This design comes from an exercise in tuning for small area on the open sky130 flow, not from production work.
The RTL was checked by simulation tests, not by an equivalence proof against the original design.
Power figures rest on the tool's default switching activity, not on a simulated workload.

## try-ember
Design Main_Piano_VGA, start of the top module:
module Main_Piano_VGA(
	input clock,
	input reset,
	input [5:0] teclas,
	output H_sync,
	output V_sync,
	output [2:0]RGB,
	output [5:0]sound4
	);
Settings: LEC_CHECK=0, CAP_MARGIN=20, CORE_MARGIN=2, CORE_UTILIZATION=70, SLEW_MARGIN=20; clock period 20.0 ns.
standard.sh (not shown) runs the stock make flow with config.mk's settings and CLKGATE_MAP_FILE= SYNTH_SCRIPT=/design/flow/synth_recipe.tcl, a recipe that flattens the netlist after the stock synthesis.
==> flow/flow/run.sh <==
#!/bin/bash
export CTS_ARGS="-sink_clustering_enable -repair_clock_nets -dont_use_dummy_load -buf_list sky130_fd_sc_hd__clkbuf_16 -root_buf sky130_fd_sc_hd__clkbuf_16 -sink_clustering_buffer sky130_fd_sc_hd__clkbuf_16 -sink_clustering_size 34 -sink_clustering_max_diameter 90 -sink_clustering_levels 1"
export BUFFER_PORTS_ARGS="-buffer_cell sky130_fd_sc_hd__buf_1"
bash standard.sh > standard.log 2>&1
For try-yarrow, these inputs were changed with respect to try-ember:
==> flow/flow/run.sh <==
#!/bin/bash
export CTS_ARGS="-sink_clustering_enable -repair_clock_nets -dont_use_dummy_load -buf_list sky130_fd_sc_hd__clkbuf_16 -root_buf sky130_fd_sc_hd__clkbuf_16 -sink_clustering_buffer sky130_fd_sc_hd__clkbuf_16 -sink_clustering_levels 1 -sink_clustering_size 30 -sink_clustering_max_diameter 120"
export BUFFER_PORTS_ARGS="-buffer_cell sky130_fd_sc_hd__buf_1"
bash standard.sh > standard.log 2>&1
==> run notes <==
All of try-yarrow and try-ember finish clean.
try-yarrow: internal power 1.2% above try-ember
Looking at area growth from synthesis to layout across try-yarrow and try-ember, the one that comes out lower is try-ember.
Diff try-ember -> try-yarrow | sum of routed wire length over all layers | up slightly
Changes observed in try-yarrow relative to try-ember: hold slack -0.013 ns, largest net degree at the start of global routing held steady, via density per instance did not really move, post-route clock period utilization shows no meaningful change.
In the tables for try-yarrow and try-ember, total met3 wirelength after detailed routing reads lower with try-yarrow.
For try-tundra, these inputs were changed with respect to try-yarrow:
==> flow/flow/run.sh <==
#!/bin/bash
# The standard layout (standard.sh) with two changes:
# - clock tree synthesis without dummy loads, with one level of sink
#   clusters of up to 34 flip-flops within 90 um, all on clkbuf_16;
# - the smallest buffer (buf_1) on the input and output ports.
export CTS_ARGS="-sink_clustering_enable -repair_clock_nets -dont_use_dummy_load -buf_list sky130_fd_sc_hd__clkbuf_16 -root_buf sky130_fd_sc_hd__clkbuf_16 -sink_clustering_buffer sky130_fd_sc_hd__clkbuf_16 -sink_clustering_levels 1 -sink_clustering_size 34 -sink_clustering_max_diameter 90"
export BUFFER_PORTS_ARGS="-buffer_cell sky130_fd_sc_hd__buf_1"
bash standard.sh > standard.log 2>&1
Notes after the runs:
Between try-tundra and try-yarrow, the register share of the cell area figures differ only marginally. As far as part of the cycle the worst path needs is concerned, try-yarrow and try-tundra perform about the same. try-tundra and try-yarrow ended up with nearly the same flop-to-flop setup slack. try-tundra ends up with a synthesis-to-finish area growth that is 0.27 points lower than in try-yarrow. try-tundra vs. try-yarrow: final number of hold-violating endpoints held steady, largest net degree at the start of global routing held steady, clock network power share went down by 0.9 points, clock transition at the registers of the reported paths saw little to no change.
## Diff of input files: try-willow against try-tundra
==> flow/flow/run.sh <==
#!/bin/bash
# Standard layout with two changes: clock tree synthesis without dummy loads
# and with larger sink clusters, and the smallest buffer on the ports.
export CTS_ARGS="-sink_clustering_enable -repair_clock_nets -dont_use_dummy_load -buf_list sky130_fd_sc_hd__clkbuf_8 -root_buf sky130_fd_sc_hd__clkbuf_16 -sink_clustering_buffer sky130_fd_sc_hd__clkbuf_16 -sink_clustering_size 40 -sink_clustering_max_diameter 60"
export BUFFER_PORTS_ARGS="-buffer_cell sky130_fd_sc_hd__buf_1"
bash standard.sh > standard.log 2>&1
The aggregate global-route resource usage in try-willow sits 0.57 points above the value recorded for try-tundra. Every stage of the flow completed for try-willow, and the final layout passed the timing, design-rule and antenna checks. Summary — fraction of final layout cells with drive strength greater than 1, try-willow relative to try-tundra: higher, by 0.40 points. Total length of routed met2 wires on try-willow is down relative to try-tundra. Changes observed in try-willow relative to try-tundra: wire length of the first global-routing pass climbed 1.6%, total length of routed wires climbed 0.80%. Changes observed in try-willow relative to try-tundra: clock-buffer cell count went up; via total after detailed routing shows an increase of 0.48%.
The inputs of try-maple differ from those of try-willow as listed below.
# try-willow
export LEC_CHECK = 0
export CAP_MARGIN = 20
export CORE_MARGIN = 2
export CORE_UTILIZATION = 70
export SLEW_MARGIN = 20
create_clock -name core_clock -period 20.0 [get_ports {clock}]
# try-maple
export LEC_CHECK = 0
export CAP_MARGIN = 20
export CORE_MARGIN = 2
export CORE_UTILIZATION = 75
export SLEW_MARGIN = 20
create_clock -name core_clock -period 20.0 [get_ports {clock}]
==> flow/flow/run.sh <==
#!/bin/bash
# Standard layout with two changes: clock tree synthesis without dummy loads
# and with larger sink clusters, and the smallest buffer on the ports.
export CTS_ARGS="-sink_clustering_enable -repair_clock_nets -dont_use_dummy_load -buf_list sky130_fd_sc_hd__clkbuf_8 -root_buf sky130_fd_sc_hd__clkbuf_16 -sink_clustering_buffer sky130_fd_sc_hd__clkbuf_16 -sink_clustering_size 35 -sink_clustering_max_diameter 45"
export BUFFER_PORTS_ARGS="-buffer_cell sky130_fd_sc_hd__buf_1"
bash standard.sh > standard.log 2>&1
Notes after the runs:
Total power grows by a little under 10% when moving from try-willow to try-maple.
Worst setup slack ended up 0.025 ns higher on try-maple than on try-willow.
try-maple ended up with a higher overall track demand over capacity in global routing than try-willow did.
On worst hold slack, the higher figure sits with try-maple, not try-willow.
Edits applied to the flow inputs when going from try-maple to try-harbor:
# try-maple
export LEC_CHECK = 0
export CAP_MARGIN = 20
export CORE_MARGIN = 2
export CORE_UTILIZATION = 75
export SLEW_MARGIN = 20
create_clock -name core_clock -period 20.0 [get_ports {clock}]
# try-harbor
export LEC_CHECK = 0
export CAP_MARGIN = 20
export CORE_MARGIN = 2
export CORE_UTILIZATION = 70
export SLEW_MARGIN = 20
create_clock -name core_clock -period 20.0 [get_ports {clock}]
==> flow/flow/run.sh <==
#!/bin/bash
# Standard layout with two changes: clock tree synthesis without dummy loads
# and with larger sink clusters, and the smallest buffer on the ports.
export CTS_ARGS="-sink_clustering_enable -repair_clock_nets -dont_use_dummy_load -buf_list sky130_fd_sc_hd__clkbuf_8 -root_buf sky130_fd_sc_hd__clkbuf_8 -sink_clustering_buffer sky130_fd_sc_hd__clkbuf_8 -sink_clustering_size 20 -sink_clustering_max_diameter 40"
export BUFFER_PORTS_ARGS="-buffer_cell sky130_fd_sc_hd__buf_1"
bash standard.sh > standard.log 2>&1
--- outcome ---
- try-harbor -> try-maple: mux cell area share after synthesis delta 0, exact match
- Between try-maple and try-harbor, the flow reports leakage power decreasing by a few percent.
- Of try-harbor and try-maple, the higher area overhead of the layout relative to synthesis belongs to try-maple.
- On sequential share of layout area: try-harbor sits above try-maple.
- Floorplan row count: try-harbor > try-maple

* * *

Main_Piano_VGA, a different RTL version from the one above (not shown whole).
For scale: ~950 cells after synthesis, about 19 I/O pins, ~9300 um^2 of cells after synthesis.
==> flow/config.mk <==
export PLATFORM = sky130hd
export DESIGN_NAME = Main_Piano_VGA
export DESIGN_NICKNAME = Main_Piano_VGA
export VERILOG_FILES = /design/flow/design.v
export SDC_FILE = /design/flow/constraint.sdc
export NUM_CORES = 4
export LEC_CHECK = 0
export CAP_MARGIN = 20
export CORE_MARGIN = 2
export CORE_UTILIZATION = 70
export SLEW_MARGIN = 20
==> flow/constraint.sdc <==
create_clock -name core_clock -period 20.0 [get_ports {clock}]
set_input_delay 4.0000 -clock core_clock [delete_from_list [all_inputs] [get_ports {clock}]]
set_output_delay 4.0000 -clock core_clock [all_outputs]
set_load 0.01 [all_outputs]
==> flow/flow/run.sh <==
#!/bin/bash
# The standard layout (standard.sh, standard synthesis included) with two
# changes:
# - clock tree synthesis without dummy loads, with one level of sink
#   clusters of up to 36 flip-flops within 95 um on clkbuf_16, and clkbuf_2
#   above them;
# - the smallest buffer (buf_1) on the input and output ports.
# Its full output goes to standard.log; ORFS's own logs stay under orfs/logs.
export CTS_ARGS="-sink_clustering_enable -repair_clock_nets -dont_use_dummy_load -buf_list sky130_fd_sc_hd__clkbuf_2 -root_buf sky130_fd_sc_hd__clkbuf_2 -sink_clustering_buffer sky130_fd_sc_hd__buf_12 -sink_clustering_levels 1 -sink_clustering_size 34 -sink_clustering_max_diameter 90"
export BUFFER_PORTS_ARGS="-buffer_cell sky130_fd_sc_hd__buf_1"
bash standard.sh > standard.log 2>&1
The baseline ran to the end with no violations.
==> next run, changes <==
==> flow/flow/run.sh (replaced) <==
#!/bin/bash
export CTS_ARGS="-sink_clustering_enable -repair_clock_nets -dont_use_dummy_load -buf_list sky130_fd_sc_hd__clkbuf_2 -root_buf sky130_fd_sc_hd__clkbuf_2 -sink_clustering_buffer sky130_fd_sc_hd__clkbuf_16 -sink_clustering_levels 1 -sink_clustering_size 34 -sink_clustering_max_diameter 90"
export BUFFER_PORTS_ARGS="-buffer_cell sky130_fd_sc_hd__buf_1"
bash standard.sh > standard.log 2>&1
What happened:
- final area went up by 0.47%
- register-to-register slack is about the same
- area after synthesis is unchanged
- final cell count does not change
- sequential share of layout area went down by 0.26 points
- utilization went up by 0.34 points
- sequential power barely changes
==> next run, changes <==
==> flow/flow/run.sh (replaced) <==
#!/bin/bash
# The standard layout (standard.sh, standard synthesis included) with two
# changes:
# - clock tree synthesis without dummy loads, with one level of sink
#   clusters of up to 34 flip-flops within 90 um on clkbuf_16, and clkbuf_4
#   above them;
# - the smallest buffer (buf_1) on the input and output ports.
export CTS_ARGS="-sink_clustering_enable -repair_clock_nets -dont_use_dummy_load -buf_list sky130_fd_sc_hd__clkbuf_4 -root_buf sky130_fd_sc_hd__clkbuf_4 -sink_clustering_buffer sky130_fd_sc_hd__clkbuf_16 -sink_clustering_levels 1 -sink_clustering_size 34 -sink_clustering_max_diameter 90"
export BUFFER_PORTS_ARGS="-buffer_cell sky130_fd_sc_hd__buf_1"
bash standard.sh > standard.log 2>&1
After rerunning: The new run passed the timing, design-rule and antenna checks; setup slack degrades by 0.11 ns; final area hardly moves; routed wire length stays flat.
==> next run, changes <==
==> flow/flow/run.sh (replaced) <==
#!/bin/bash
# The standard layout (standard.sh, standard synthesis included) with two
# changes:
# - clock tree synthesis without dummy loads, with one level of sink
#   clusters of up to 36 flip-flops within 95 um on clkbuf_16, and clkbuf_2
#   above them;
# - the smallest buffer (buf_1) on the input and output ports.
# Its full output goes to standard.log; ORFS's own logs stay under orfs/logs.
export CTS_ARGS="-sink_clustering_enable -repair_clock_nets -dont_use_dummy_load -buf_list sky130_fd_sc_hd__clkbuf_2 -root_buf sky130_fd_sc_hd__clkbuf_2 -sink_clustering_buffer sky130_fd_sc_hd__clkbuf_16 -sink_clustering_levels 1 -sink_clustering_size 36 -sink_clustering_max_diameter 95"
export BUFFER_PORTS_ARGS="-buffer_cell sky130_fd_sc_hd__buf_1"
bash standard.sh > standard.log 2>&1
=> Power goes down by 1.5%; setup slack gets better by 0.058 ns; sequential share of layout area goes up by 0.20 points.

-- afterwards: timing with drivers on the ports --
Ports are ideal in the flow. The routed layouts listed here were re-timed in OpenROAD.
Step 1, drivers: a clkbuf_16 drives clock and a buf_2 each remaining input, both assumed.
Step 2 also shifts input and output timing later by t, the mid clock arrival at the registers, as if the neighbouring blocks saw the same clock.
Slacks: ideal / step 1 / step 2; pairs: ideal / step 1.
run	t, ns	setup slack, ns	latest minus earliest clock arrival (ns)
try-ember	0.492	12.985 / 13.003 / 12.511	0.029 / 0.029
try-yarrow	0.491	12.999 / 13.017 / 12.525	0.033 / 0.033
try-tundra	0.492	12.985 / 13.003 / 12.511	0.029 / 0.029
try-willow	0.507	12.933 / 12.953 / 12.446	0.086 / 0.086
try-maple	0.533	12.958 / 12.976 / 12.443	0.061 / 0.061
try-harbor	0.565	13.023 / 13.037 / 12.472	0.062 / 0.062
the first run of note 2	0.670	13.129 / 13.111 / 12.441	0.046 / 0.047
the second run of note 2	0.692	13.150 / 13.132 / 12.440	0.074 / 0.074
the third run of note 2	0.609	13.043 / 13.027 / 12.418	0.050 / 0.050
the fourth run of note 2	0.679	13.102 / 13.081 / 12.402	0.026 / 0.026
After both steps setup and hold are still met in every run listed. For the second run of note 2, which loses most, drivers alone change the setup slack by -0.018 ns; drivers and shift together by -0.710 ns.
